What follows belongs to an exercise in optimizing a design on an open flow for small area; a production flow would make more cautious choices. Only simulation tests tie the RTL to the original design; equivalence was not proved. Power figures rest on the tool's default switching activity, not on a simulated workload.

==> flow/micro.mem <==
001000000000000000000000110000000000100000000000
001000000000000000000001000000000000100000000000
110001000000011100000000001000000000000000001000
000000000000000000000000000000000000000000000000
001000000000000000000000000000000000000000000000
001000000000000000000000000000000000000000000000
001000000000000000000000000000000000000000000000
001000000000000000000000000000000000000000000000
001000000000000000000000000000000000000000000000
001000000000000000000000000000000000000000000000
000100001000100110100000000010000001000000000000
000100001000100110100000000010000011000000000000
000100001001100010100000000010000101000000000000
000100001001100010100000000010000111000000000000
000000000000000000000000000000000000100000000000
000100001000100110100000000010010001000000000000
000100001000100110100000000010110001000000000000
001000000000000000000001100000000000100000000000
001000000000000000000001100000000000100000000000
001000000000000000000001100000000000100000000000
001000000000000000000001100000000000100000000000
000000000000000000000000000000000000000000000000
001000000000000000000001100000000000100000000000
001000000000000000000001100000000000100000000000
000000000000000000000000000000000000000000000000
000000000000000000000000000000000000000000000000
000000000000000000000000000000000000000000000000
000000000000000000000000000000000000000000000000
000100001000000010100000000010000001000000000100
000000000000000000000000000000000000000000000000
001000000000000000000010000000000000100000000000
000000100000000000000000000000000000000000000000
100000000110000000000000000010000000000000000000
000100001010000001110000000010000001000000000000
000000000000000000000000000000000000000000000000
000000000000000000000000000000000001000100000000
000000100000000000000000000000000000000000000000
000000000000000000000000000000000000000001000000
000100001111000010100000000010000001000000000000
000100001000000011110000000010000001000000000000
000000001000100100000000000010000001000000010000
001000001000000000001000000010000000000000000000
000000001000000000000000000000000001000000100000
000100000000000010100000011010000001000000000000
000000001010000000000000000010000001000000000000
001000000000000000000010100000000000000000000000
001000000000000000000010100000000000000000000000
000100001000100110100000000010001001000000000000
000100001000100110100000000010001011000000000000
100000000110000000000000000010000000000000000000
001000001111000000001000000010000000100010000000
001000001000000000001000000010000000100000000000
000000000000000000000000000000000000000000000000
000000000000000000000000000000000000000000000000
000000000000000000000000000000000000000000000000
000000000000000000000000000000000000000000000000
000000000000000000000000000000000000000000000000
000000000000000000000000000000000000000000000000
000000000000000000000000000000000000000000000000
000000000000000000000000000000000000000000000000
000000000000000000000000000000000000000000000000
000000000000000000000000000000000000000000000000
000000000000000000000000000000000000000000000000
000000000000000000000000000000000000000000000000
000000000000000000000000000000000000000000000000
000000000000000000000000000000000000000000000000
000000000000000000000000000000000000000000000000
000000000000000000000000000000000000000000000000
100000000101000000000000010000000000000000000000
100000000101000000000000010000000000000000000000
100000000101000000000000010000000000000000000000
100000000101000000000000010000000000000000000000
100000000101000000000000010000000000000000000000
100000000101000000000000010000000000000000000000
000000000000000000000000000000000000000000000000
000000000000000000000000000000000000000000000000
000000000000000000000000000000000000000000000000
000000000000000000000000000000000000000000000000
000000000000000000000000000000000000000000000000
000000000000000000000000000000000000000000000000
000000000000000000000000000000000000000000000000
000000000000000000000000000000000000000000000000
000000000000000000000000000000000000000000000000
000000000000000000000000000000000000000000000000
000000000000000000000000000000000000000000000000
000000000000000000000000000000000000000000000000
000000000000000000000000000000000000000000000000
000000000000000000000000000000000000000000000000
100000001000100100000000000010000000000000000000
100000001000100100000000000010000000000000000000
100000001000100100000000000010000000000000000000
100000001000100100000000000010000000000000000000
000000000000000000000000000000000000000000000000
000000000000000000000000000000000000000000000000
000000000000000000000000000000000000000000000000
100000000110000000000000000010000000000000000000
001100000000000010100100010000000000000000001000
000000000000000000000000000000000000000000000000
000000000000000000000000000000000000000000000000
000000000000000000000000000000000000000000000000
100000000110000000000000000010000000000000000000
000000000000000000000000000000000000000000000000
000000000000000000000000000000000000000000000000
000000000000000000000000000000000000000000000000
000000000000000000000000000000000000000000000000
000000000000000000000000000000000000000000000000
000000000000000000000000000000000000000000000000
000000000000000000000000000000000000000000000000
000000000000000000000000000000000000000000000000
000000000000000000000000000000000000000000000000
000000000000000000000000000000000000000000000000
000000000000000000000000000000000000000000000000
000000000000000000000000000000000000000000000000
001100000000000010100100010000000000000010001000
000000000000000000000000000000000000000000000000
000000000000000000000000000000000000000000000000
000000000000000000000000000000000000000000000000
000000000000000000000000000000000000000000000000
000000000000000000000000000000000000000000000000
000000000000000000000000000000000000000000000000
000000000000000000000000000000000000000000000000
000000000000000000000000000000000000000000000000
000000000000000000000000000000000000000000000000
000000000000000000000000000000000000000000000000
000000000000000000000000000000000000000000000000
000000000000000000000000000000000000000000000000
000000000000000000000000000000000000000000000000
000000000000000000000000000000000000000000000000
000100000000000010100000010000000000000000000000
000100000111000001110000010000000000000000000000
000000000000000000000000000000000000000000000000
000000000000000000000000000000000000000000000000
001100000000000010110100010000000000000000001000
001100010000000010110100010000000000000000001000
001010001011000000001000000010000000000000000000
001010011011000000001000000010000000000000000000
001010000000000000001000000010000000000000000000
001010010000000000001000000010000000000000000000
000000000000000000000000000000000000000000000000
000000000000000000000000000000000000000000000000
000000000000000000000000000000000000000000000000
000000000000000000000000000000000000000000000000
000000001000100100000000000011010010000000000000
000000000000000000000000000000000000000000000000
000000000000000000000000000000000000000000000000
000100000000100110100000001100000000000000000000
000100000000100110100000001100000010000000000000
000100001001000010100000000100000100000000000000
000100001001000010100000000100000110000000000000
000000000000000000000000000000000000000000000000
000100000000100110100000010010010000000000000000
000100000000100110100000010010110000000000000000
001100000000000010100100010000000000000000001000
001100010000000010100100010000000000000000001000
001010001010000000001000000010000000000000000000
001010011010000000001000000010000000000000000000
000000000000000000000000000000000000000000000000
000000000000000000000000000000000000000000000000
000100000000101110110000010010001100000000000000
001010001010000000001000000010000000000000000000
000000000000000000000000000000000000010000000000
000000000000000000000000000000000000000000000000
000000000000000000000000000000000000000000000000
000000000000000000000000000000000000000000000000
001010001010000000001000000010000000000010000000
000000000000000000000000000000000000000001000000
000000000000000000000000000000000000000000000000
000000000000000000000000000000000000000000000000
000000000000000000000000000000000000000000000000
000100000000000010100000000110000000000000000000
000000000000000000000000000000000000000000000000
000000000000000000000000000000000000000000000000
000000000000000000000000000000000000000000000000
000100001100000010110000000100001000000000000000
000100001100000010110000000100001010000000000000
000000000000000000000000000000000000000000000000
000000000000000000000000000000000000000000000000
000000000000000000000000000000000000010000000000
000100000000000010100000010010000000000000000000
000100000000000011110000010010000000000010000000
000000000000000000000000000000000000000000000000
000000000000000000000000000000000000000000000000
000000000000000000000000000000000000000000000000
000000000000000000000000000000000000000000000000
000000000000000000000000000000000000000000000000
000000000000000000000000000000000000000000000000
000000000000000000000000000000000000000000000000
000000000000000000000000000000000000000000000000
000000000000000000000000000000000000000000000000
000000000000000000000000000000000000000000000000
000000000000000000000000000000000000000000000000
000000000000000000000000000000000000000000000000
==> flow/run.sh <==
#!/bin/bash
# synth_recipe.tcl (not shown) runs the flow's synth.tcl, then flattens the netlist and writes it again
# the make line also repeats each setting of config.mk as NAME=value (left out here)
make -C /OpenROAD-flow-scripts/flow DESIGN_CONFIG=/design/flow/config.mk WORK_HOME=/design/flow/orfs CLKGATE_MAP_FILE= SYNTH_SCRIPT=/design/flow/synth_recipe.tcl finish
==> flow/config.mk <==
export PLATFORM = sky130hd
export DESIGN_NAME = cpu
export DESIGN_NICKNAME = cpu
export VERILOG_FILES = /design/flow/design.v
export SDC_FILE = /design/flow/constraint.sdc
export NUM_CORES = 4
export LEC_CHECK = 0
export CAP_MARGIN = 20
export CORE_MARGIN = 2
export CORE_UTILIZATION = 50
export CTS_BUF_LIST = sky130_fd_sc_hd__clkbuf_4 sky130_fd_sc_hd__clkbuf_8
export PLACE_DENSITY = 0.6
export SLEW_MARGIN = 20
export SYNTH_HIERARCHICAL = 1
export SYNTH_MEMORY_MAX_BITS = 16384
==> flow/constraint.sdc <==
create_clock -name core_clock -period 28.0 [get_ports {clk}]
set_input_delay 5.6000 -clock core_clock [delete_from_list [all_inputs] [get_ports {clk}]]
set_output_delay 5.6000 -clock core_clock [all_outputs]
set_load 0.01 [all_outputs]
==> flow/design.v <==
module alu (
  input [15:0] x, y,
  input [2:0] f,
  input sext,
  output [15:0] out,
  output carry_out,
  output zero,
  output ne,
  output lt
);
wire sub   = (f == 3'd1);
wire f_add = ((f == 3'd0) & ~sext) | sub | (f == 3'd7);
wire f_sx  = (f == 3'd0) & sext;
wire f_and = (f == 3'd2);
wire f_or  = (f == 3'd3);
wire f_shr = (f == 3'd5);
wire f_mrg = (f == 3'd6);
wire big   = |y[15:4];
wire f_l   = (f == 3'd4) & ~big;
wire f_r   = f_shr & ~big;
wire [15:0] yb, p, sum;
wire [16:0] c;
assign c[0] = sub;
genvar i;
generate
  for (i = 0; i < 16; i = i + 1) begin : add
    c_xor2 ux (.a(y[i]), .b(sub), .y(yb[i]));
    c_xor2 up (.a(x[i]), .b(yb[i]), .y(p[i]));
    c_xor2 us (.a(p[i]), .b(c[i]), .y(sum[i]));
    c_maj3 uc (.a(x[i]), .b(yb[i]), .c(c[i]), .y(c[i+1]));
  end
endgenerate
assign carry_out = f_add & (c[16] ^ sub);
assign ne = |p;
assign lt = sum[15] ^ (~p[15] & (x[15] ^ sum[15]));
wire [15:0] s0, s1, s2, s3, s4;
wire na0 = ~y[0], na2 = ~y[2];
generate
  for (i = 0; i < 16; i = i + 1) begin : sh
    c_mux2 ur (.a0(x[i]), .a1(x[15-i]), .s(f_shr), .y(s0[i]));
    if (i >= 1) begin : l0
      c_mux2i m (.a0(s0[i]), .a1(s0[i-1]), .s(y[0]), .y(s1[i]));
    end else begin : z0
      c_nand2 m (.a(s0[i]), .b(na0), .y(s1[i]));
    end
    if (i >= 2) begin : l1
      c_mux2i m (.a0(s1[i]), .a1(s1[i-2]), .s(y[1]), .y(s2[i]));
    end else begin : z1
      c_nor2 m (.a(s1[i]), .b(y[1]), .y(s2[i]));
    end
    if (i >= 4) begin : l2
      c_mux2i m (.a0(s2[i]), .a1(s2[i-4]), .s(y[2]), .y(s3[i]));
    end else begin : z2
      c_nand2 m (.a(s2[i]), .b(na2), .y(s3[i]));
    end
    if (i >= 8) begin : l3
      c_mux2i m (.a0(s3[i]), .a1(s3[i-8]), .s(y[3]), .y(s4[i]));
    end else begin : z3
      c_nor2 m (.a(s3[i]), .b(y[3]), .y(s4[i]));
    end
  end
endgenerate
wire [15:0] sx  = {{8{x[7]}}, x[7:0]};
wire [15:0] mrg = {x[6:0], y[8:0]};
generate
  for (i = 0; i < 16; i = i + 1) begin : res
    wire t1, t2, t3, t4;
    c_a222oi u1 (.a1(f_add), .a2(sum[i]), .b1(f_l), .b2(s4[i]), .c1(f_r), .c2(s4[15-i]), .y(t1));
    c_a22oi  u2 (.a1(f_mrg), .a2(mrg[i]), .b1(f_sx), .b2(sx[i]), .y(t2));
    c_o21ai  u3 (.a1(x[i]), .a2(y[i]), .b1(f_or), .y(t3));
    c_nand3  u4 (.a(f_and), .b(x[i]), .c(y[i]), .y(t4));
    c_nand4  u5 (.a(t1), .b(t2), .c(t3), .d(t4), .y(out[i]));
  end
endgenerate
assign zero = ~|out;
endmodule
module c_a222oi (input a1, a2, b1, b2, c1, c2, output y);
  assign y = ~((a1 & a2) | (b1 & b2) | (c1 & c2));
endmodule
module c_a22oi (input a1, a2, b1, b2, output y);
  assign y = ~((a1 & a2) | (b1 & b2));
endmodule
module c_o21ai (input a1, a2, b1, output y);
  assign y = ~((a1 | a2) & b1);
endmodule
module c_nand4 (input a, b, c, d, output y);
  assign y = ~(a & b & c & d);
endmodule
module c_nand3 (input a, b, c, output y);
  assign y = ~(a & b & c);
endmodule
module c_nand2 (input a, b, output y);
  assign y = ~(a & b);
endmodule
module c_nor2 (input a, b, output y);
  assign y = ~(a | b);
endmodule
module c_or2 (input a, b, output y);
  assign y = a | b;
endmodule
module c_xor2 (input a, b, output y);
  assign y = a ^ b;
endmodule
module c_maj3 (input a, b, c, output y);
  assign y = (a & b) | (a & c) | (b & c);
endmodule
module c_mux2 (input a0, a1, s, output y);
  assign y = s ? a1 : a0;
endmodule
module c_mux2i (input a0, a1, s, output y);
  assign y = ~(s ? a1 : a0);
endmodule
module rd64 (input [63:0] d, input [63:0] s, output y);
  wire [21:0] t;
  genvar i;
  generate
    for (i = 0; i < 21; i = i + 1) begin : g
      c_a222oi u (.a1(d[3*i]), .a2(s[3*i]), .b1(d[3*i+1]), .b2(s[3*i+1]),
                  .c1(d[3*i+2]), .c2(s[3*i+2]), .y(t[i]));
    end
  endgenerate
  c_nand2 u21 (.a(d[63]), .b(s[63]), .y(t[21]));
  wire [5:0] o;
  c_nand4 n0 (.a(t[0]),  .b(t[1]),  .c(t[2]),  .d(t[3]),  .y(o[0]));
  c_nand4 n1 (.a(t[4]),  .b(t[5]),  .c(t[6]),  .d(t[7]),  .y(o[1]));
  c_nand4 n2 (.a(t[8]),  .b(t[9]),  .c(t[10]), .d(t[11]), .y(o[2]));
  c_nand4 n3 (.a(t[12]), .b(t[13]), .c(t[14]), .d(t[15]), .y(o[3]));
  c_nand4 n4 (.a(t[16]), .b(t[17]), .c(t[18]), .d(t[19]), .y(o[4]));
  c_nand2 n5 (.a(t[20]), .b(t[21]), .y(o[5]));
  wire [2:0] p;
  c_nor2 m0 (.a(o[0]), .b(o[1]), .y(p[0]));
  c_nor2 m1 (.a(o[2]), .b(o[3]), .y(p[1]));
  c_nor2 m2 (.a(o[4]), .b(o[5]), .y(p[2]));
  c_nand3 f (.a(p[0]), .b(p[1]), .c(p[2]), .y(y));
endmodule
module rd18 (input [17:0] d, input [17:0] s, output y);
  wire [5:0] t;
  genvar i;
  generate
    for (i = 0; i < 6; i = i + 1) begin : g
      c_a222oi u (.a1(d[3*i]), .a2(s[3*i]), .b1(d[3*i+1]), .b2(s[3*i+1]),
                  .c1(d[3*i+2]), .c2(s[3*i+2]), .y(t[i]));
    end
  endgenerate
  wire x0, x1;
  c_nand3 n0 (.a(t[0]), .b(t[1]), .c(t[2]), .y(x0));
  c_nand3 n1 (.a(t[3]), .b(t[4]), .c(t[5]), .y(x1));
  c_or2 o (.a(x0), .b(x1), .y(y));
endmodule
module rd16 (input [15:0] d, input [15:0] s, output y);
  wire [5:0] t;
  genvar i;
  generate
    for (i = 0; i < 5; i = i + 1) begin : g
      c_a222oi u (.a1(d[3*i]), .a2(s[3*i]), .b1(d[3*i+1]), .b2(s[3*i+1]),
                  .c1(d[3*i+2]), .c2(s[3*i+2]), .y(t[i]));
    end
  endgenerate
  c_nand2 u5 (.a(d[15]), .b(s[15]), .y(t[5]));
  wire x0, x1;
  c_nand3 n0 (.a(t[0]), .b(t[1]), .c(t[2]), .y(x0));
  c_nand3 n1 (.a(t[3]), .b(t[4]), .c(t[5]), .y(x1));
  c_or2 o (.a(x0), .b(x1), .y(y));
endmodule
module rom (
address,   
data       
);
input [7:0] address;
output [47:0] data;
reg [47:0] mem [0:191];
assign data = mem[address];
initial begin
  $readmemb("micro.mem", mem);  
end
endmodule
module cpu (
  reset,
  RAMin,
  RAMout,
  RAMaddr,
  we,
  re,
  be,
  hlt,
  UART_intr,
  cont,
  brk,
  clk
);
input clk, reset, UART_intr, cont;
input [15:0] RAMout;
output we, be, hlt, re, brk;
output [15:0] RAMin;
output [18:0] RAMaddr;
parameter FETCH = 4'd1, FETCHM = 4'd2, DECODE = 4'd3, DECODEM = 4'd4,
          READ = 4'd5, READM = 4'd6, EXEC = 4'd7, EXECM = 4'd8, BREAK = 4'd9;
reg [3:0] state;
reg HLT;
reg [15:0] IR;
reg [15:0] MDR, MAR, Ivec, ptb;
reg [7:0] uCR, sCR;
reg [15:0] op0, op1;
reg t0, t1, t2, t4;
wire [7:0] trapnr = {3'b000, t4, 1'b0, t2, t1, t0};
reg bank, deassert_trap, mar_force;
wire [5:0] opcode = IR[15] ? IR[14:9] : {4'b0000, IR[14:13]};
reg [7:0] ROMaddr;
always @* begin
  case (state)
    FETCH, FETCHM:   ROMaddr = 8'd2;
    DECODE, DECODEM: ROMaddr = {2'b00, opcode};
    READ, READM:     ROMaddr = {2'b01, opcode};
    EXEC, EXECM:     ROMaddr = {2'b10, opcode};
    default:         ROMaddr = 8'd3;
  endcase
end
wire [47:0] R;
rom micro (.address(ROMaddr), .data(R));
wire loadpos = state[0];
wire loadneg = ~state[0];
wire [3:0] xregr0s = R[39:36];
wire [3:0] xregr1s = R[35:32];
wire [3:0] xregws  = R[31:28];
wire [1:0] mdrs    = R[27:26];
wire [2:0] imms    = R[25:23];
wire [1:0] op0s    = R[22:21];
wire [1:0] op1s    = R[20:19];
wire [1:0] condtype = R[18:17];
wire cond_chk      = R[16];
wire [2:0] ALUfunc = R[15:13];
wire [1:0] skipstate = R[12:11];
wire reti          = R[8];
wire ureg          = R[7];
wire ubrk          = R[6];
wire wptb          = R[5];
wire wpte          = R[4];
wire sext          = R[2];
wire mar_load_dec = loadpos & R[47];
wire ir_load      = loadneg & R[46];
wire mdr_load     = loadpos & R[45];
wire reg_load     = loadneg & R[44];
wire ram_load     = loadneg & R[43];
wire incr_pc      = loadneg & R[42];
wire decr_sp      = loadneg & R[41];
wire incr_sp      = loadneg & R[10];
wire fetch_st = (state == FETCH) | (state == FETCHM);
assign be  = R[40];
assign re  = fetch_st | R[3];
assign we  = ram_load;
assign hlt = HLT;
assign brk = (state == BREAK);
wire decodem    = (state == DECODEM);
wire ivec_load  = decodem & (opcode == 6'd44);
wire syscall    = decodem & (opcode == 6'd34);
wire [2:0] arg0 = IR[8:6];
wire [2:0] arg1 = IR[5:3];
wire [2:0] tgt  = IR[2:0];
wire [1:0] tgt2 = IR[1:0];
wire [2:0] arg2 = IR[4:2];    
function [3:0] regsel;
  input [3:0] x;
  input allow_arg2;
  begin
    case (x)
      4'd8:  regsel = {1'b0, arg0};
      4'd9:  regsel = {1'b0, arg1};
      4'd10: regsel = {1'b0, tgt};
      4'd11: regsel = {2'b00, tgt2} + 4'd1;
      4'd12: regsel = allow_arg2 ? {1'b0, arg2} : x;
      default: regsel = x;
    endcase
  end
endfunction
wire [3:0] regr0s = regsel(xregr0s, 1'b1);
wire [3:0] regr1s = regsel(xregr1s, 1'b1);
wire [3:0] regws  = regsel(xregws, 1'b0);
reg [15:0] immir;
always @* begin
  case (arg0)
    3'd0: immir = 16'd1;
    3'd1: immir = 16'd2;
    3'd2: immir = 16'd4;
    3'd3: immir = 16'd8;
    3'd4: immir = 16'hfff8;
    3'd5: immir = 16'hfffc;
    3'd6: immir = 16'hfffe;
    default: immir = 16'hffff;
  endcase
end
reg [15:0] IRimm;
always @* begin
  case (imms)
    3'd0: IRimm = {{9{IR[8]}}, IR[8:2]};
    3'd1: IRimm = {{6{IR[12]}}, IR[12:3]};
    3'd2: IRimm = {{3{IR[12]}}, IR[12:0]};
    3'd3: IRimm = immir;
    3'd4: IRimm = {9'd0, IR[8:2]};
    3'd5: IRimm = {12'd0, IR[8:5]};
    default: IRimm = 16'd0;
  endcase
end
reg [2:0] cond;
always @* begin
  case (condtype)
    2'd1: cond = 3'd1;
    2'd2: cond = tgt;
    default: cond = 3'd0;
  endcase
end
wire fault = trapnr[0] | trapnr[1];
wire irq   = trapnr[2] | trapnr[4];
wire [7:0] CRout  = bank ? sCR : uCR;
wire [7:0] CRread = (ureg | ~bank) ? uCR : sCR;
wire handle_irq = irq & CRout[3];
wire paging = CRout[2];
wire uMode = ~CRout[0];
reg [15:0] R1, R2, R3, R4, R5, R6, PC;
reg [15:0] sR1, sR2, sR3, sR4, sR5, sR6, sPC;
wire uview = ~bank | ureg;
wire op1pt = (op1s == 2'd3);
wire [5:0] tidx  = ptb[5:0] + {1'b0, MAR[15:11]};
reg ph_p, ph_n;
always @(posedge clk) ph_p <= ~reset & ~ph_p;
always @(negedge clk) ph_n <= ph_p;
wire ph2 = ph_p ^ ph_n;
wire [5:0] pt_ra = (ph2 & op1pt) ? MDR[5:0] : tidx;
reg [1023:0] ptf;
wire [63:0] pt_sel = 64'd1 << pt_ra;
wire [15:0] pt_rd;
genvar g, b;
generate
  for (b = 0; b < 16; b = b + 1) begin : ptbit
    wire [63:0] col;
    for (g = 0; g < 64; g = g + 1) begin : ptcol
      assign col[g] = ptf[g*16 + b];
    end
    rd64 rd (.d(col), .s(pt_sel), .y(pt_rd[b]));
  end
endgenerate
reg pw_en;
reg [5:0] pw_idx;
reg [15:0] pw_d;
always @(negedge clk) begin
  pw_en <= wpte;
  pw_idx <= op0[5:0];
  pw_d <= op1;
end
wire [15:0] pt_wd = reset ? 16'd0 : pw_d;
generate
  for (g = 0; g < 64; g = g + 1) begin : ptrow
    always @(posedge clk)
      if (reset | (pw_en & (pw_idx == g)))
        ptf[g*16 +: 16] <= pt_wd;
  end
endgenerate
wire thit = pw_en & (pw_idx == tidx);
wire [9:0] tpte = reset ? 10'd0 : thit ? {pw_d[15:8], pw_d[1:0]} : {pt_rd[15:8], pt_rd[1:0]};
wire page_fault = paging & ~tpte[0];
wire prot_fault = paging & uMode & tpte[1];
wire untrans = &MAR[15:7];
assign RAMaddr = {(paging & ~untrans) ? tpte[9:2] : {3'b000, MAR[15:11]}, MAR[10:0]};
function [17:0] opsel;
  input [1:0] ops;
  input [3:0] r0s, r1s;
  input uv;
  reg [3:0] rs;
  integer j;
  begin
    rs = ops[0] ? r1s : r0s;
    for (j = 1; j < 8; j = j + 1) begin
      opsel[j-1] = ~ops[1] & (rs == j) & uv;
      opsel[j+6] = ~ops[1] & (rs == j) & ~uv;
    end
    opsel[14] = (ops == 2'd2);
    opsel[15] = (ops == 2'd3);
    opsel[16] = (ops == 2'd0) & (r0s == 4'd15) & uv;
    opsel[17] = (ops == 2'd0) & (r0s == 4'd15) & ~uv;
  end
endfunction
wire [17:0] sa = opsel(op0s, regr0s, regr1s, uview);
wire [17:0] sb = opsel(op1s, regr0s, regr1s, uview);
wire [15:0] op0w, op1w;
always @* begin
  op0 = op0w;
  op1 = op1w;
end
generate
  for (b = 0; b < 16; b = b + 1) begin : opbit
    wire [15:0] rv = {MDR[b], sPC[b], sR6[b], sR5[b], sR4[b], sR3[b], sR2[b], sR1[b],
                      PC[b], R6[b], R5[b], R4[b], R3[b], R2[b], R1[b]} ;
    if (b < 8) begin : lo
      rd18 ra (.d({sCR[b], uCR[b], ptb[b], rv[14:0]}), .s(sa), .y(op0w[b]));
      rd18 rb (.d({sCR[b], uCR[b], pt_rd[b], rv[14:0]}), .s(sb), .y(op1w[b]));
    end else begin : hi
      rd16 ra (.d({ptb[b], rv[14:0]}), .s(sa[15:0]), .y(op0w[b]));
      rd16 rb (.d({pt_rd[b], rv[14:0]}), .s(sb[15:0]), .y(op1w[b]));
    end
  end
endgenerate
wire [15:0] ALUout;
wire CRY, zero, ne, lt;
alu alu (.x(op0), .y(op1), .f(ALUfunc), .sext(sext), .out(ALUout), .carry_out(CRY), .zero(zero), .ne(ne), .lt(lt));
reg skip;
always @* begin
  skip = 1'b0;
  if (cond_chk) begin
    if (zero)
      skip = (cond == 3'd0) | (cond == 3'd3) | (cond == 3'd5) | (cond == 3'd7);
    else
      case (cond)
        3'd1: skip = (ALUfunc == 3'd1) | ne;
        3'd2, 3'd3: skip = lt;
        3'd4, 3'd5: skip = ~lt;
        3'd6, 3'd7: skip = CRout[1];
        default: skip = 1'b0;
      endcase
  end
end
wire [15:0] regw = ALUout;
assign RAMin = MDR;
reg [3:0] next_state;
always @* begin
  case (state)
    FETCH:   next_state = FETCHM;
    FETCHM:  next_state = DECODE;
    DECODE:  next_state = DECODEM;
    DECODEM: next_state = (skipstate == 2'd0) ? READ : (skipstate == 2'd1) ? EXEC : FETCH;
    READ:    next_state = READM;
    READM:   next_state = EXEC;
    EXEC:    next_state = EXECM;
    EXECM:   next_state = ubrk ? BREAK : handle_irq ? 4'd0 : FETCH;
    BREAK:   next_state = BREAK;
    default: next_state = FETCH;
  endcase
end
always @(negedge clk) begin
  if (reset) begin
    state <= 4'd0;
    HLT <= 1'b0;
  end else if (IR == 16'hfe00) begin
    state <= 4'd0;
    HLT <= 1'b1;
  end else if ((state == BREAK && cont) || fault) begin
    state <= 4'd0;
  end else begin
    state <= next_state;
    HLT <= 1'b0;
  end
end
wire mar_load = mar_load_dec | mar_force;
always @(posedge clk) begin
  if (reset) begin
    bank <= 1'b1;
    deassert_trap <= 1'b0;
    mar_force <= 1'b0;
  end else if (state == 4'd0 && fault) begin
    bank <= 1'b1;
    mar_force <= 1'b1;
    deassert_trap <= 1'b1;
  end else if (state == 4'd0 && handle_irq) begin
    bank <= 1'b1;
    deassert_trap <= 1'b1;
  end else if (reti) begin
    bank <= 1'b0;
  end else begin
    deassert_trap <= 1'b0;
    mar_force <= 1'b0;
  end
end
reg [15:0] MDRin;
always @* begin
  case (mdrs)
    2'd1: MDRin = RAMout;
    2'd2: MDRin = ALUout;
    default: MDRin = IRimm;
  endcase
end
wire [15:0] aluw = reset ? 16'd0 : ALUout;
always @(posedge clk) begin
  if (reset | mdr_load) MDR <= reset ? 16'd0 : MDRin;
  if (reset | mar_load) MAR <= aluw;
end
wire CRwe = reg_load & (regws == 4'd15);
always @(posedge clk) begin
  if (reset) begin
    uCR <= 8'h8;
    sCR <= 8'h1;
  end else if (CRwe) begin
    if (uview) uCR <= regw[7:0];
    else sCR <= regw[7:0];
  end else if (state == EXEC) begin
    if (~bank) uCR[1] <= CRY;
    else sCR[1] <= CRY;
  end
end
wire s0 = prot_fault;
wire s1 = ~prot_fault & page_fault;
wire s2 = ~prot_fault & ~page_fault & UART_intr;
wire s4 = ~prot_fault & ~page_fault & ~UART_intr & syscall;
wire c0 = deassert_trap & t0;
wire c1 = deassert_trap & ~t0 & t1;
wire c2 = deassert_trap & ~t0 & ~t1 & t2;
wire c4 = deassert_trap & ~t0 & ~t1 & ~t2 & t4;
always @(posedge clk) begin
  if (reset) begin
    t0 <= 1'b0; t1 <= 1'b0; t2 <= 1'b0; t4 <= 1'b0;
  end else begin
    t0 <= (t0 | s0) & ~c0;
    t1 <= (t1 | s1) & ~c1;
    t2 <= (t2 | s2) & ~c2;
    t4 <= (t4 | s4) & ~c4;
  end
end
always @(negedge clk) begin
  if (reset | ir_load) IR <= reset ? 16'd0 : RAMout;
  if (reset | ivec_load) Ivec <= aluw;
  if (reset | wptb) ptb <= reset ? 16'd0 : op0;
end
wire trapw = (irq | fault) & deassert_trap;
wire wr_u = reg_load & uview & ~trapw;
wire wr_s = reg_load & ~uview & ~trapw;
always @(negedge clk) begin
  if (reset | (wr_u && regws == 4'd1)) R1 <= aluw;
  if (reset | (wr_u && regws == 4'd2)) R2 <= aluw;
  if (reset | (wr_u && regws == 4'd3)) R3 <= aluw;
  if (reset | (wr_u && regws == 4'd4)) R4 <= aluw;
  if (reset | (wr_u && regws == 4'd5)) R5 <= aluw;
  if (reset | trapw | (wr_s && regws == 4'd1)) sR1 <= reset ? 16'd0 : trapw ? {8'd0, trapnr} : ALUout;
  if (reset | (wr_s && regws == 4'd2)) sR2 <= aluw;
  if (reset | (wr_s && regws == 4'd3)) sR3 <= aluw;
  if (reset | (wr_s && regws == 4'd4)) sR4 <= aluw;
  if (reset | (wr_s && regws == 4'd5)) sR5 <= aluw;
end
wire spop = incr_sp | decr_sp;
wire [15:0] sp_src = bank ? sR6 : R6;
wire [15:0] sp_nx = {sp_src[15:1] + (incr_sp ? 15'd1 : 15'h7fff), sp_src[0]};
wire rl6 = ~spop & reg_load & (regws == 4'd6);
wire [15:0] sp_d = reset ? 16'd0 : spop ? sp_nx : ALUout;
always @(negedge clk) begin
  if (reset | (spop & ~bank) | (rl6 & uview)) R6 <= sp_d;
  if (reset | (spop & bank) | (rl6 & ~uview)) sR6 <= sp_d;
end
wire incpc = loadneg & (skip | incr_pc);
wire pcop = mar_force | incpc;
wire [15:0] pc_src = (bank & ~mar_force) ? sPC : PC;
wire [15:0] pc_nx = {pc_src[15:1] + (mar_force ? 15'h7fff : 15'd1), pc_src[0]};
wire rl7 = reg_load & (regws == 4'd7);
wire pc_en = ~syscall & (mar_force | (incpc & ~bank) | (~incpc & ~reti & rl7 & uview));
wire spc_en = syscall | (~mar_force & ((incpc & bank) | (~incpc & (reti | (rl7 & ~uview)))));
always @(negedge clk) begin
  if (reset | pc_en) PC <= reset ? 16'd0 : pcop ? pc_nx : ALUout;
  if (reset | spc_en) sPC <= (reset | syscall | (~incpc & reti)) ? Ivec : incpc ? pc_nx : ALUout;
end
endmodule
==> results of run 1 <==
[metrics by stage]
| step | hold WS (ns) | instances | instance area [µm²] | setup TNS, ns |
|---|---|---|---|---|
| 2_1_floorplan | 0.406 | 4030 | 59500 | 0 |
| 3_3_place_gp | 0.417 | 5678 | 63100 | 0 |
| 3_5_place_dp | 0.429 | 5678 | 63100 | -1.97 |
| 4_1_cts | 0.449 | 6383 | 68800 | 0 |
| 5_1_grt | 0.481 | 6390 | 69000 | -0.412 |
| 6_report | 0.455 | 6391 | 69000 | 0 |
[layout make-up]
type,count,area [µm²]
sequential,1381,40900
multi-input combinational,2444,18000
timing repair buffer,277,2260
antenna,3,7.51
tap,1536,1920
inverter,44,165
clock buffer,277,3510
fill,9361,49100
clock inverter,429,2230
[worst max-delay path by stage]
stage	from	to	slack, ns	cells past startpoint
floorplan	MAR[12]$_DFFE_PP_	sPC[0]$_DFFE_NP_	1.15	43
global placement	state[3]$_SDFF_NP0_	MDR[15]$_SDFFCE_PP0P_	0.15	47
detailed placement	MAR[12]$_DFFE_PP_	sPC[8]$_DFFE_NP_	-0.12	44
CTS	state[3]$_SDFF_NP0_	RAMaddr[11]	0.06	25
global route	MAR[12]$_DFFE_PP_	sPC[11]$_DFFE_NP_	-0.03	46
finish	IR[15]$_SDFFCE_NP0P_	RAMaddr[16]	0.26	25
[timing repair]
item                       4_1_cts  5_1_grt
pin swaps                        0        7
setup buffers                    0        2
gates resized for setup          6       27
setup endpoints to repair       38       73
[power breakdown]
part           internal (µW)  total [µW]  switching, µW
Sequential              2560        2720            158
Clock                   1030        1970            947
Combinational            418        1430           1010
[layout by cell type (no fill, tap or decap), types with 36 or more instances in the layout]
cell type / n
inv_1: 356
dfxtp_1: 52
a21o_1: 64
clkinv_2: 36
a222oi_1: 529
nand2b_1: 36
o21ai_1: 36
nor2b_1: 90
nor2_1: 259
clkbuf_8: 229
nand2_1: 222
ha_1: 36
buf_4: 215
nand4_1: 105
clkdlybuf4s50_1: 58
xor2_1: 66
edfxtp_1: 1328
o21ai_0: 52
nand3_1: 125
mux2i_1: 107
clkbuf_4: 49
a21oi_1: 104
[metal layers]
layer	GRT usage [%]	up-vias	share of wire [%]	wire, µm
li1	-	18400	-	-
met1	43.4	21600	38	77700
met2	51.2	2768	46	94000
met3	7.33	463	10	21200
met4	16.1	2	5.2	10600
met5	0	-	0.0059	12
==> notes.md, run 1 <==
Die X 349 µm; Largest Register ptf; DRT Pass-1 Iters 17; hold path cells 1; Worst-path clk slew 0.06 ns; synthesized area per cell 14.8 µm²; GRT Overall Usage 32.8%; R2R cell count 48; CP Class flop to output port; clock skew 0.163 ns; Reg2Reg Capture Point sPC[5]$_DFFE_NP_; die height 349 µm; CP arrival 22.14 ns; Power Total 6120 µW; slowest cell delay on critical path 0.57 ns; GRT Residual Overflow 0; Min-Delay Path Class flop to flop; Critical Path Fanout Max 16; worst flop-to-flop path startpoint MAR[11]$_DFFE_PP_; std cell rows 126; run status timing/DRC/antenna clean; Largest register FFs 1024; Initial Utilization 50.4%; Final Max Tran Viols 0; routed length per instance 31.8 µm; vias per cell 6.77; power density over cell area 88.7 nW/µm²; # IOs 60; Crit path buffers/inverters 6; Syn Nets 4088; Finish-stage setup viols 0; maximum VDD drop 0.0619 mV; first-pass GRT wire length 287000 µm; worst-margin pin slew 1.18 ns; Crit path top cell by count buf_4; dpl ws -0.119 ns; flop2flop setup slack 0.47 ns; clk sinks 1381; element type at the critical path start flop; Worst setup EP type output port; WHS Endpoint ph_p$_DFF_P_; Syn Std Cell Area 59500 µm²; Ys Warns 8; H-tree levels 4; leakage dissipation 0.0259 µW; Final Util 58.5%; Worst path slowest cell a222oi_1; Die ar. 122000 µm²; via count 43.3k; Relative slew margins 20.8%; largest net degree at the start of global routing 92; hold buffer count at cts 0; vias in the first global route 41.4k; initial antenna violation count 4; CTS tree yes; fraction of layout instances using a drive strength above 1 15.6%; post-DP HPWL 136000 µm; root buffer cell clkbuf_8; number of port buffers 59; initial DRC count 7821; Cells after Synth 4030; layout net count 4728; CTS buffer count 221; Total Routed Length 203000 µm; Fin. Hold Viols 0; Placer Congestion 1.00; Crit path required time 22.40 ns; Hold Crit Start ph_p$_DFF_P_; DRC errors left 0; total of max-cap violations 0; Final WS setup 0.260 ns; Area growth syn-to-layout 16.0%; core area 118000 µm²; Worst-Skew Late Latency 1.01 ns; antenna viol nets, final 0; Longest Clk Path Bufs 3; CP delay by family, top simple AND/OR/NAND/NOR gates
==> run 2, diff against run 1 <==
--- a/flow/design.v
+++ b/flow/design.v
@@ -19,15 +19,38 @@
 wire f_l   = (f == 3'd4) & ~big;
 wire f_r   = f_shr & ~big;
 wire [15:0] yb, p, sum;
-wire [16:0] c;
+wire [16:0] c;       
+wire [15:0] k0, k1;  
 assign c[0] = sub;
 genvar i;
 generate
   for (i = 0; i < 16; i = i + 1) begin : add
     c_xor2 ux (.a(y[i]), .b(sub), .y(yb[i]));
     c_xor2 up (.a(x[i]), .b(yb[i]), .y(p[i]));
-    c_xor2 us (.a(p[i]), .b(c[i]), .y(sum[i]));
-    c_maj3 uc (.a(x[i]), .b(yb[i]), .c(c[i]), .y(c[i+1]));
+    if (i < 4) begin : b0
+      wire cin = (i == 0) ? c[0] : k0[i-1];
+      c_xor2 us (.a(p[i]), .b(cin), .y(sum[i]));
+      c_maj3 uc (.a(x[i]), .b(yb[i]), .c(cin), .y(k0[i]));
+      assign k1[i] = k0[i];
+    end else if (i % 4 == 0) begin : bf
+      c_xor2 us (.a(p[i]), .b(c[i]), .y(sum[i]));
+      c_and2 ua (.a(x[i]), .b(yb[i]), .y(k0[i]));
+      c_or2  uo (.a(x[i]), .b(yb[i]), .y(k1[i]));
+    end else begin : bn
+      wire s0, s1;
+      c_xor2 us0 (.a(p[i]), .b(k0[i-1]), .y(s0));
+      c_xor2 us1 (.a(p[i]), .b(k1[i-1]), .y(s1));
+      c_mux2 um (.a0(s0), .a1(s1), .s(c[i - i % 4]), .y(sum[i]));
+      c_maj3 uc0 (.a(x[i]), .b(yb[i]), .c(k0[i-1]), .y(k0[i]));
+      c_maj3 uc1 (.a(x[i]), .b(yb[i]), .c(k1[i-1]), .y(k1[i]));
+    end
+    if (i % 4 == 3) begin : bc
+      if (i == 3) begin : c0
+        assign c[4] = k0[3];
+      end else begin : cs
+        c_mux2 uk (.a0(k0[i]), .a1(k1[i]), .s(c[i-3]), .y(c[i+1]));
+      end
+    end
   end
 endgenerate
 assign carry_out = f_add & (c[16] ^ sub);
@@ -95,6 +118,9 @@
 module c_nor2 (input a, b, output y);
   assign y = ~(a | b);
 endmodule
+module c_and2 (input a, b, output y);
+  assign y = a & b;
+endmodule
 module c_or2 (input a, b, output y);
   assign y = a | b;
 endmodule
@@ -320,11 +346,12 @@
 wire uview = ~bank | ureg;
 wire op1pt = (op1s == 2'd3);
 wire [5:0] tidx  = ptb[5:0] + {1'b0, MAR[15:11]};
-reg ph_p, ph_n;
+reg ph_p, ph_n, op1pt_p;
 always @(posedge clk) ph_p <= ~reset & ~ph_p;
 always @(negedge clk) ph_n <= ph_p;
+always @(posedge clk) op1pt_p <= op1pt;
 wire ph2 = ph_p ^ ph_n;
-wire [5:0] pt_ra = (ph2 & op1pt) ? MDR[5:0] : tidx;
+wire [5:0] pt_ra = (ph2 & op1pt_p) ? MDR[5:0] : tidx;
 reg [1023:0] ptf;
 wire [63:0] pt_sel = 64'd1 << pt_ra;
 wire [15:0] pt_rd;
--- a/flow/config.mk
+++ b/flow/config.mk
@@ -8,7 +8,9 @@
 export CAP_MARGIN = 20
 export CORE_MARGIN = 2
 export CORE_UTILIZATION = 50
-export CTS_BUF_LIST = sky130_fd_sc_hd__clkbuf_4 sky130_fd_sc_hd__clkbuf_8
+export CTS_BUF_LIST = sky130_fd_sc_hd__clkbuf_8 sky130_fd_sc_hd__clkbuf_16
+export CTS_CLUSTER_DIAMETER = 70
+export CTS_CLUSTER_SIZE = 20
 export PLACE_DENSITY = 0.6
 export SLEW_MARGIN = 20
 export SYNTH_HIERARCHICAL = 1
==> run 2 against run 1 <==
Die area grew 1.1%. Flip-flop and latch count grew 1. First-iteration DRC count grew 3.4%. Worst hold slack lost 0.0096 ns. Core utilization shrank 1.6 points. Critical path depth grew 9. Register-to-register slack gained 1.2 ns. Non-clock buffer count shrank 25. Count of clock-buffer cells in the layout shrank 178.
==> notes.md, run 2 <==
run status timing/DRC/antenna clean; first-pass GRT wire length 289000 µm (+0.45%); largest net degree at the start of global routing 74 (-20%); Reg power frac 46.7% (+2.3 points); vias in the first global route 40.5k (-2.3%); CTS tree yes; number of port buffers 59 (unchanged); worst flop-to-flop path startpoint MAR[12]$_DFFE_PP_; layout net count 4673 (-1.2%); commonest non-fill, non-tap cell in the layout edfxtp_1; CTS buffer count 91 (-59%); Placer Congestion 1.03 (+2.9%); clk sinks 1382 (+0.072%); Crit path required time 14.46 ns (-7.94 ns); Sw Ratio 35.7% (+1.1 points); root buffer cell clkbuf_16; Crit path top cell by count maj3_2; leakage dissipation 0.0251 µW (-3.1%); Worst-Skew Late Latency 0.75 ns (-0.26 ns); most frequent cells in the layout edfxtp_1 (1328), a222oi_1 (529), inv_1 (360); Min-Delay Path Class flop to flop; synthesized area per cell 14.6 µm² (-1.4%); Ys Warns 8 (unchanged); vias per cell 6.88 (+1.7%); Worst-path clk slew 0.08 ns (+0.02 ns); antenna viol nets, final 0 (unchanged); Comb pwr share 25.7% (+2.3 points); via count 43.3k (+0.11%); std cell rows 127 (+0.79%); Syn Nets 4191 (+2.5%); Hold Crit Start ph_p$_DFF_P_; Longest Clk Path Bufs 3 (unchanged); Worst path slowest cell nor2_1; Finish-stage setup viols 0 (unchanged); # IOs 60 (unchanged); maximum VDD drop 0.0477 mV (-23%); CP arrival 12.81 ns (-9.33 ns); routed length per instance 32.7 µm (+2.6%); Critical Path Fanout Max 21 (+5); P_int 3750 µW (-6.3%); CP Class flop to flop; Net Sw Power 2090 µW (-1.4%); Fill cells 9705 (+3.7%); Total Routed Length 206000 µm (+1.0%); final instance area 68000 µm² (-1.4%); element type at the critical path start flop; initial DRC count 8087 (+3.4%); Area growth syn-to-layout 13.1%; fraction of layout instances using a drive strength above 1 12.0% (-3.6 points); Die ar. 123000 µm² (+1.1%); die height 351 µm (+0.54%); clock skew 0.0861 ns (-0.0774 ns); Final Max Tran Viols 0 (unchanged); Worst setup EP type flop; GRT Overall Usage 32.7% (about the same); Initial Utilization 50.3% (-0.12 points); worst-margin pin slew 1.23 ns (+0.0414 ns); total of max-cap violations 0 (unchanged); DRC errors left 0 (unchanged); slowest cell delay on critical path 0.73 ns (+0.16 ns); Clock Power Share 27.6% (-4.6 points); Reg2Reg Capture Point sPC[9]$_DFFE_NP_; H-tree levels 3 (-1); hold path cells 1 (unchanged); unrepaired setup endpoints after global routing false; WHS Endpoint ph_p$_DFF_P_; hold buffer count at cts 0 (unchanged); Largest Register ptf; Fin Setup TNS 0 ns (unchanged); power density over cell area 85.9 nW/µm² (-3.2%); R2R cell count 34 (-29%); Largest register FFs 1024 (unchanged); Critical path origin MAR[12]$_DFFE_PP_; Fin. Hold Viols 0 (unchanged); Cells after Synth 4133 (+2.6%); post-DP HPWL 137000 µm (+0.82%); Post-CTS Resized 0 (-6); DP Area 63800 µm² (+1.1%); Die X 351 µm (+0.54%); Syn Std Cell Area 60200 µm² (+1.1%); initial antenna violation count 6 (+2); DRT Pass-1 Iters 15 (-2); core area 120000 µm² (+1.3%); Relative slew margins 17.7% (-3.1 points); GRT Residual Overflow 0 (unchanged); postcts setup bufs 0 (unchanged); flop2flop setup slack 1.66 ns (+1.19 ns)
-- run 2: per-stage QoR --
step                worst slack (ns)  total power [µW]  std cells  utilization, %  hold slack [ns]
detailed placement              1.89              4270       5832            53.3            0.432
global route                    1.48              6020       6283            56.8            0.490
floorplan                       3.47              3530       4133               -            0.406
CTS                             1.71              5800       6281            56.8            0.450
global placement                2.11              4250       5830            53.2            0.414
finish                          1.66              5840       6292            56.9            0.446
-- run 2: layer usage --
metal  part of all wire (%)  track usage, %  vias to the layer above
met3                     10            6.21                      482
met1                     38            43.7                    21700
met4                    5.9            16.9                        4
met2                     46            51.2                     2741
met5                  0.014               0                        -
li1                       -               -                    18400
-- run 2: cell type report --
cell class                      count  area [µm²]  share of cell area [%]
Clock buffer                       99        2480                    3.64
Inverter                           55         209                   0.307
Tap cell                         1612        2020                    2.96
Multi-Input combinational cell   2532       18600                    27.3
Timing Repair Buffer              252        2040                    3.01
Clock inverter                    351        1730                    2.55
Sequential cell                  1382       41000                    60.2
Antenna cell                        9        22.5                  0.0331
-- run 2: how the worst max path moves through the flow --
stage                        to  cells past startpoint
2_1_floorplan  sPC[0]$_DFFE_NP_                     34
6_report       sPC[9]$_DFFE_NP_                     34
5_1_grt        sPC[9]$_DFFE_NP_                     34
3_5_place_dp   sPC[9]$_DFFE_NP_                     34
3_3_place_gp   sPC[9]$_DFFE_NP_                     34
4_1_cts             RAMaddr[14]                     14
-- run 2: critical path: cells and delay by family, from the launching register on --
| kind | cells | cell delay, ns |
|---|---|---|
| AOI/OAI and AO/OA | 6 | 2.20 |
| xor gates and xnor gates | 1 | 0.20 |
| adders and majority gates | 5 | 1.77 |
| buffers and inverters | 2 | 0.55 |
| DFF | 1 | 0.47 |
| muxes | 6 | 1.96 |
| and+or+nand+nor | 14 | 4.89 |
-- run 2: power by group through the flow --
| stage | clock, µW | sequential, µW | combinational, µW |
|---|---|---|---|
| 2_1_floorplan | 63.9 | 2670 | 799 |
| 3_3_place_gp | 63.9 | 2750 | 1440 |
| 3_5_place_dp | 63.9 | 2760 | 1440 |
| 4_1_cts | 1630 | 2720 | 1450 |
| 5_1_grt | 1730 | 2740 | 1540 |
| 6_report | 1610 | 2730 | 1500 |
==> run 3, diff against run 2 <==
--- a/flow/design.v
+++ b/flow/design.v
@@ -371,9 +371,9 @@
 always @(negedge clk) begin
   pw_en <= wpte;
   pw_idx <= op0[5:0];
-  pw_d <= op1;
+  pw_d <= reset ? 16'd0 : op1;    
 end
-wire [15:0] pt_wd = reset ? 16'd0 : pw_d;
+wire [15:0] pt_wd = pw_d;
 generate
   for (g = 0; g < 64; g = g + 1) begin : ptrow
     always @(posedge clk)
--- a/flow/config.mk
+++ b/flow/config.mk
@@ -8,9 +8,9 @@
 export CAP_MARGIN = 20
 export CORE_MARGIN = 2
 export CORE_UTILIZATION = 50
-export CTS_BUF_LIST = sky130_fd_sc_hd__clkbuf_8 sky130_fd_sc_hd__clkbuf_16
-export CTS_CLUSTER_DIAMETER = 70
-export CTS_CLUSTER_SIZE = 20
+export CTS_BUF_LIST = sky130_fd_sc_hd__clkbuf_8
+export CTS_CLUSTER_DIAMETER = 60
+export CTS_CLUSTER_SIZE = 14
 export PLACE_DENSITY = 0.6
 export SLEW_MARGIN = 20
 export SYNTH_HIERARCHICAL = 1
==> run 3 against run 2 <==
Still clean. Core utilization fell by 0.53 points. Register-to-register slack worse by 0.30 ns. Via count grew 0.31%. Clock power is 14% lower. Critical path type unchanged. Largest power group unchanged. Highest routed layer unchanged.
==> notes.md, run 3 <==
CP arrival 13.04 ns (+0.23 ns); unrepaired setup endpoints after global routing false; Worst Setup EP sPC[14]$_DFFE_NP_; Relative slew margins 22.6% (+4.9 points); postcts setup bufs 0 (unchanged); largest net degree at the start of global routing 66 (-11%); worst-margin pin slew 1.15 ns (-0.0762 ns); Placer Congestion 1.01 (-1.8%); Cells after Synth 4098 (-0.85%); Min-Delay Path Class flop to flop; routed length per instance 34.0 µm (+4.0%); antenna viol nets, final 0 (unchanged); Die ar. 123000 µm² (-0.40%); Crit path top cell by count a222oi_1; Final Max Tran Viols 0 (unchanged); commonest non-fill, non-tap cell in the layout edfxtp_1; leakage dissipation 0.0248 µW (-0.84%); first-pass GRT wire length 298000 µm (+3.3%); vias in the first global route 40.3k (-0.43%); run status timing/DRC/antenna clean; DRT Pass-1 Iters 23 (+8); GRT Overall Usage 34.3% (+1.6 points); Fin Setup TNS 0 ns (unchanged); root buffer cell clkbuf_8; Area growth syn-to-layout 12.2%; Worst-Skew Late Latency 0.86 ns (+0.11 ns); Worst-path clk slew 0.11 ns (+0.03 ns); Power Total 5690 µW (-2.6%); DRC errors left 0 (unchanged); post-DP HPWL 144000 µm (+5.6%); power density over cell area 84.6 nW/µm² (-1.5%); Die X 350 µm (-0.20%); clock skew 0.126 ns (+0.0403 ns); GRT Residual Overflow 0 (unchanged); Crit path depth 32 (-5.9%); Crit path buffers/inverters 2 (unchanged); slowest cell delay on critical path 1.05 ns (+0.32 ns); DP Area 63600 µm² (-0.28%); final hold slack 0.455 ns (+0.00913 ns); via count 43.5k (+0.31%); Syn Nets 4156 (-0.84%); # IOs 60 (unchanged); Critical path origin MAR[12]$_DFFE_PP_; synthesized area per cell 14.6 µm² (+0.45%); CTS buffer count 120 (+32%); layout net count 4689 (+0.34%); Final Util 56.3% (-0.53 points); Post-CTS Resized 0 (unchanged); std cell rows 127 (unchanged); initial antenna violation count 24 (+18); Fin. Hold Viols 0 (unchanged); clk sinks 1382 (unchanged); hold buffer count at cts 0 (unchanged); Syn Std Cell Area 59900 µm² (-0.41%); vias per cell 6.86 (-0.35%); Largest Register ptf; Critical Path Fanout Max 25 (+19%); R2R cell count 32 (-5.9%); Worst setup EP type flop; Ys Warns 8 (unchanged); Largest register FFs 1024 (unchanged); Worst path slowest cell o221ai_2; die height 350 µm (-0.20%); maximum VDD drop 0.0571 mV (+20%); CP delay by family, top simple AND/OR/NAND/NOR gates; worst flop-to-flop path startpoint MAR[12]$_DFFE_PP_; Longest Clk Path Bufs 3 (unchanged); initial DRC count 8489 (+5.0%); most frequent cells in the layout edfxtp_1 (1328), a222oi_1 (529), inv_1 (376); Finish-stage setup viols 0 (unchanged); flop2flop setup slack 1.35 ns (-0.30 ns); final instance area 67200 µm² (-1.2%); CP Class flop to flop; fraction of layout instances using a drive strength above 1 12.0% (about the same); number of port buffers 59 (unchanged); Initial Utilization 50.2% (-0.071 points); core area 119000 µm² (-0.27%); Crit path required time 14.40 ns (-0.06 ns); Reg2Reg Capture Point sPC[14]$_DFFE_NP_; H-tree levels 3 (unchanged); total of max-cap violations 0 (unchanged); element type at the critical path start flop; CTS tree yes; Total Routed Length 215000 µm (+4.7%)
[run 3: power breakdown]
part	internal [µW]	leakage, µW	switching (µW)	total, µW
Sequential	2560	0.0141	186	2750
Combinational	437	0.00774	1110	1550
Clock	570	0.00295	820	1390
[run 3: cell type report]
class / instances / area [µm²]
clock buffer: 126 / 1730
clock inverter: 374 / 1830
fill: 9767 / 52100
sequential: 1382 / 41000
tap: 1612 / 2020
timing repair buffer: 266 / 2170
antenna: 14 / 35.0
inverter: 47 / 179
multi-input combinational: 2513 / 18300
[run 3: worst reg2reg max path, delay by kind of cell, from the launching register on]
family,cells,cell delay (ns)
simple gates,11,4.62
compound gates,11,3.82
fa+ha+maj,3,1.15
mux,3,1.04
buf+inv,2,0.56
xor+xnor,2,0.50
flops,1,0.49
[run 3: how the worst min path moves through the flow]
stage / from / endpoint / slack [ns] / depth (start not counted)
CTS: ph_p$_DFF_P_ / ph_p$_DFF_P_ / 0.45 / 1
detailed placement: ph_p$_DFF_P_ / ph_p$_DFF_P_ / 0.43 / 1
global route: ph_p$_DFF_P_ / ph_p$_DFF_P_ / 0.47 / 1
floorplan: ph_p$_DFF_P_ / ph_p$_DFF_P_ / 0.41 / 1
global placement: ph_p$_DFF_P_ / ph_p$_DFF_P_ / 0.41 / 1
finish: ph_p$_DFF_P_ / ph_p$_DFF_P_ / 0.45 / 1
[run 3: through the flow]
stage / setup slack, ns / std cells
after floorplan: 3.60 / 4098
after global placement: 1.81 / 5817
after detailed placement: 1.80 / 5818
after CTS: 1.63 / 6317
after global routing: 1.27 / 6324
final: 1.35 / 6334
[run 3: routing by layer]
metal	part of all wire, %	track usage (%)	vias up	wire [µm]
met5	0.054	0	-	117
met4	6.8	20.2	12	14600
met3	10	6.65	577	21800
met2	46	53.6	2948	98900
met1	37	44.9	21600	79700
li1	-	-	18300	-
==> run 4, diff against run 3 <==
--- a/flow/design.v
+++ b/flow/design.v
@@ -19,41 +19,46 @@
 wire f_l   = (f == 3'd4) & ~big;
 wire f_r   = f_shr & ~big;
 wire [15:0] yb, p, sum;
-wire [16:0] c;       
 wire [15:0] k0, k1;  
-assign c[0] = sub;
+wire c4, cn8, cn12, cn16;
+wire [3:0] bsel = {cn12, cn8, c4, 1'b0};    
 genvar i;
 generate
   for (i = 0; i < 16; i = i + 1) begin : add
     c_xor2 ux (.a(y[i]), .b(sub), .y(yb[i]));
     c_xor2 up (.a(x[i]), .b(yb[i]), .y(p[i]));
     if (i < 4) begin : b0
-      wire cin = (i == 0) ? c[0] : k0[i-1];
+      wire cin = (i == 0) ? sub : k0[i-1];
       c_xor2 us (.a(p[i]), .b(cin), .y(sum[i]));
       c_maj3 uc (.a(x[i]), .b(yb[i]), .c(cin), .y(k0[i]));
       assign k1[i] = k0[i];
     end else if (i % 4 == 0) begin : bf
-      c_xor2 us (.a(p[i]), .b(c[i]), .y(sum[i]));
+      if (i == 4) begin : t
+        c_xor2 us (.a(p[i]), .b(bsel[i/4]), .y(sum[i]));
+      end else begin : n
+        c_xnor2 us (.a(p[i]), .b(bsel[i/4]), .y(sum[i]));
+      end
       c_and2 ua (.a(x[i]), .b(yb[i]), .y(k0[i]));
       c_or2  uo (.a(x[i]), .b(yb[i]), .y(k1[i]));
     end else begin : bn
-      wire s0, s1;
-      c_xor2 us0 (.a(p[i]), .b(k0[i-1]), .y(s0));
-      c_xor2 us1 (.a(p[i]), .b(k1[i-1]), .y(s1));
-      c_mux2 um (.a0(s0), .a1(s1), .s(c[i - i % 4]), .y(sum[i]));
+      wire s0n, s1n;
+      c_xnor2 us0 (.a(p[i]), .b(k0[i-1]), .y(s0n));
+      c_xnor2 us1 (.a(p[i]), .b(k1[i-1]), .y(s1n));
+      if (i < 8) begin : t
+        c_mux2i um (.a0(s0n), .a1(s1n), .s(bsel[i/4]), .y(sum[i]));
+      end else begin : n
+        c_mux2i um (.a0(s1n), .a1(s0n), .s(bsel[i/4]), .y(sum[i]));
+      end
       c_maj3 uc0 (.a(x[i]), .b(yb[i]), .c(k0[i-1]), .y(k0[i]));
       c_maj3 uc1 (.a(x[i]), .b(yb[i]), .c(k1[i-1]), .y(k1[i]));
     end
-    if (i % 4 == 3) begin : bc
-      if (i == 3) begin : c0
-        assign c[4] = k0[3];
-      end else begin : cs
-        c_mux2 uk (.a0(k0[i]), .a1(k1[i]), .s(c[i-3]), .y(c[i+1]));
-      end
-    end
   end
 endgenerate
-assign carry_out = f_add & (c[16] ^ sub);
+assign c4 = k0[3];
+c_mux2i uk8  (.a0(k0[7]),  .a1(k1[7]),  .s(c4),   .y(cn8));
+c_mux2i uk12 (.a0(k1[11]), .a1(k0[11]), .s(cn8),  .y(cn12));
+c_mux2i uk16 (.a0(k1[15]), .a1(k0[15]), .s(cn12), .y(cn16));
+assign carry_out = f_add & ~(cn16 ^ sub);
 assign ne = |p;
 assign lt = sum[15] ^ (~p[15] & (x[15] ^ sum[15]));
 wire [15:0] s0, s1, s2, s3, s4;
@@ -85,11 +90,16 @@
 endgenerate
 wire [15:0] sx  = {{8{x[7]}}, x[7:0]};
 wire [15:0] mrg = {x[6:0], y[8:0]};
+wire sxh = f_sx & x[7];
 generate
   for (i = 0; i < 16; i = i + 1) begin : res
     wire t1, t2, t3, t4;
     c_a222oi u1 (.a1(f_add), .a2(sum[i]), .b1(f_l), .b2(s4[i]), .c1(f_r), .c2(s4[15-i]), .y(t1));
-    c_a22oi  u2 (.a1(f_mrg), .a2(mrg[i]), .b1(f_sx), .b2(sx[i]), .y(t2));
+    if (i < 8) begin : lo
+      c_a22oi  u2 (.a1(f_mrg), .a2(mrg[i]), .b1(f_sx), .b2(sx[i]), .y(t2));
+    end else begin : hi
+      c_a21oi  u2 (.a1(f_mrg), .a2(mrg[i]), .b1(sxh), .y(t2));
+    end
     c_o21ai  u3 (.a1(x[i]), .a2(y[i]), .b1(f_or), .y(t3));
     c_nand3  u4 (.a(f_and), .b(x[i]), .c(y[i]), .y(t4));
     c_nand4  u5 (.a(t1), .b(t2), .c(t3), .d(t4), .y(out[i]));
@@ -103,6 +113,12 @@
 module c_a22oi (input a1, a2, b1, b2, output y);
   assign y = ~((a1 & a2) | (b1 & b2));
 endmodule
+module c_a21oi (input a1, a2, b1, output y);
+  assign y = ~((a1 & a2) | b1);
+endmodule
+module c_xnor2 (input a, b, output y);
+  assign y = ~(a ^ b);
+endmodule
 module c_o21ai (input a1, a2, b1, output y);
   assign y = ~((a1 | a2) & b1);
 endmodule
--- a/flow/config.mk
+++ b/flow/config.mk
@@ -7,11 +7,11 @@
 export LEC_CHECK = 0
 export CAP_MARGIN = 20
 export CORE_MARGIN = 2
-export CORE_UTILIZATION = 50
+export CORE_UTILIZATION = 60
 export CTS_BUF_LIST = sky130_fd_sc_hd__clkbuf_8
 export CTS_CLUSTER_DIAMETER = 60
 export CTS_CLUSTER_SIZE = 14
-export PLACE_DENSITY = 0.6
+export PLACE_DENSITY = 0.7
 export SLEW_MARGIN = 20
 export SYNTH_HIERARCHICAL = 1
 export SYNTH_MEMORY_MAX_BITS = 16384
==> run 4 against run 3 <==
Critical path type is now flop to output port. Clock power is essentially flat. Register-to-register slack gained 0.46 ns. Non-clock buffer count shrank 20. Sequential power is essentially flat. Die area shrank 17%. Clock skew shrank 0.025 ns. Setup slack gained 0.45 ns. Global-route usage grew 3.7 points. Area after synthesis shrank 0.13%. Count of clock-buffer cells in the layout shrank 7. Synthesized cell count is the same. Via count grew 0.44%. Largest power group unchanged.
==> notes.md, run 4 <==
run status timing/DRC/antenna clean; Die ar. 102000 µm² (-17%); hold path cells 1 (unchanged); std cell rows 115 (-9.4%); die height 320 µm (-8.7%); Final Max Tran Viols 0 (unchanged); Critical Path Fanout Max 16 (-36%); Syn Std Cell Area 59800 µm² (-0.13%); clk sinks 1382 (unchanged); H-tree levels 3 (unchanged); commonest non-fill, non-tap cell in the layout edfxtp_1; Syn Nets 4156 (unchanged); Finish-stage setup viols 0 (unchanged); Fill cells 6969 (-29%); Largest register FFs 1024 (unchanged); synthesized area per cell 14.6 µm² (-0.13%); total of max-cap violations 0 (unchanged); antenna viol nets, final 0 (unchanged); CP Class flop to output port; CTS buffer count 115 (-4.2%); Die X 320 µm (-8.7%); DRC errors left 0 (unchanged); root buffer cell clkbuf_8; DRT Pass-1 Iters 17 (-26%); unrepaired setup endpoints after global routing false; postcts setup bufs 0 (unchanged); GRT Residual Overflow 0 (unchanged); final hold slack 0.464 ns (+0.00884 ns); first-pass GRT wire length 280000 µm (-6.1%); Worst-path clk slew 0.08 ns (-0.03 ns); initial antenna violation count 11 (-54%); vias per cell 7.32 (+6.7%); GRT Overall Usage 38.0% (+3.7 points); Critical path origin ptb[1]$_SDFFCE_NP0P_; fraction of layout instances using a drive strength above 1 11.3% (-0.71 points); worst-margin pin slew 1.25 ns (+0.0986 ns); Reg power frac 48.9% (+0.5 points); post-DP HPWL 133000 µm (-7.8%); Longest Clk Path Bufs 3 (unchanged); largest net degree at the start of global routing 73 (+11%); core area 98600 µm² (-17%); Min-Delay Path Class flop to flop; Hold Crit Start ph_p$_DFF_P_; Comb pwr share 26.5% (-0.7 points); hold buffer count at cts 0 (unchanged); Ys Warns 8 (unchanged); initial DRC count 9946 (+17%); CTS tree yes; worst flop-to-flop path startpoint MAR[12]$_DFFE_PP_; WHS Endpoint ph_p$_DFF_P_; dpl ws 1.99 ns (+0.188 ns); Net Sw Power 2030 µW (-4.0%); Relative slew margins 16.2% (-6.4 points); clock skew 0.101 ns (-0.0255 ns); Final WS setup 1.80 ns (+0.446 ns); Fin Setup TNS 0 ns (unchanged); Reg2Reg Capture Point sPC[12]$_DFFE_NP_; via count 43.6k (+0.44%); Cells after Synth 4098 (unchanged); flop2flop setup slack 1.81 ns (+0.46 ns); layout net count 4664 (-0.53%); Sw Ratio 36.3% (-0.95 points); routed length per instance 33.2 µm (-2.3%); vias in the first global route 40.6k (+0.63%); maximum VDD drop 0.0629 mV (+10%); Placer Congestion 1.05 (+3.9%); Post-CTS Resized 0 (unchanged); Total Routed Length 198000 µm (-8.0%); Area growth syn-to-layout 11.0%; Worst-Skew Late Latency 0.86 ns (about the same); element type at the critical path start flop; number of port buffers 59 (unchanged); Initial Utilization 60.7% (+11 points); Largest Register ptf; leakage dissipation 0.0245 µW (-1.3%); CP arrival 20.60 ns (+7.56 ns); Crit path required time 22.40 ns (+8.00 ns); Power Total 5600 µW (-1.5%); Fin. Hold Viols 0 (unchanged); most frequent cells in the layout edfxtp_1 (1328), a222oi_1 (529), inv_1 (364); Clock Power Share 24.6% (+0.2 points); R2R cell count 37 (+16%); # IOs 60 (unchanged); power density over cell area 84.4 nW/µm² (-0.26%); Worst setup EP type output port; P_int 3570 µW (about the same)
run 4: per-stage QoR:
step | area, µm² | std cells | util, %
after floorplan | 59800 | 4098 | -
after global placement | 62900 | 5474 | 63.8
after detailed placement | 62900 | 5474 | 63.8
after CTS | 66400 | 5952 | 67.3
after global routing | 66400 | 5955 | 67.4
final | 66400 | 5963 | 67.4
run 4: worst max-delay path by stage:
stage | to | slack [ns] | cells after the start
2_1_floorplan | PC[0]$_SDFFCE_NP0P_ | 3.50 | 36
3_3_place_gp | sPC[7]$_DFFE_NP_ | 2.13 | 36
3_5_place_dp | sPC[7]$_DFFE_NP_ | 1.99 | 36
4_1_cts | sPC[5]$_DFFE_NP_ | 1.77 | 36
5_1_grt | sPC[5]$_DFFE_NP_ | 1.26 | 37
6_report | RAMaddr[13] | 1.80 | 15
run 4: routing by layer:
layer / wire [µm] / GRT usage (%) / up-vias
li1: - / - / 18200
met1: 73600 / 54.1 / 21500
met2: 84700 / 54.6 / 3511
met3: 30300 / 12.0 / 480
met4: 9200 / 15.5 / 2
met5: 16 / 0 / -
run 4: area by class of cell:
cell class	instances	area, µm²	share of cell area (%)
inverters	46	175	0.264
clock buffers	119	1640	2.47
diodes	9	22.5	0.0339
multi-input cells	2514	18100	27.3
clock inverters	360	1850	2.78
flip-flops and latches	1382	41000	61.7
repair buffers	246	2000	3.00
well taps	1287	1610	2.42
run 4: critical path, stage by stage, from the launching register on:
cell and delay (ns):
edfxtp_1 0.49, ha_1 0.33, a211oi_2 0.21, o21bai_1 0.11, a21oi_1 0.25, xnor2_1 0.14, mux2i_1 0.28, nand2_1 0.31
nor2_1 0.94, a222oi_1 0.49, nand4_1 0.29, nor2_1 0.22, nand3_1 0.20, mux2i_1 0.08, o21ai_0 0.76, clkdlybuf4s50_1 0.69
run 4: power by group through the flow:
stage | sequential (µW) | combinational (µW) | clock (µW)
final | 2740 | 1490 | 1380
after global routing | 2750 | 1520 | 1490
after CTS | 2720 | 1410 | 1390
after detailed placement | 2770 | 1400 | 63.9
after global placement | 2760 | 1400 | 63.9
after floorplan | 2690 | 780 | 63.9
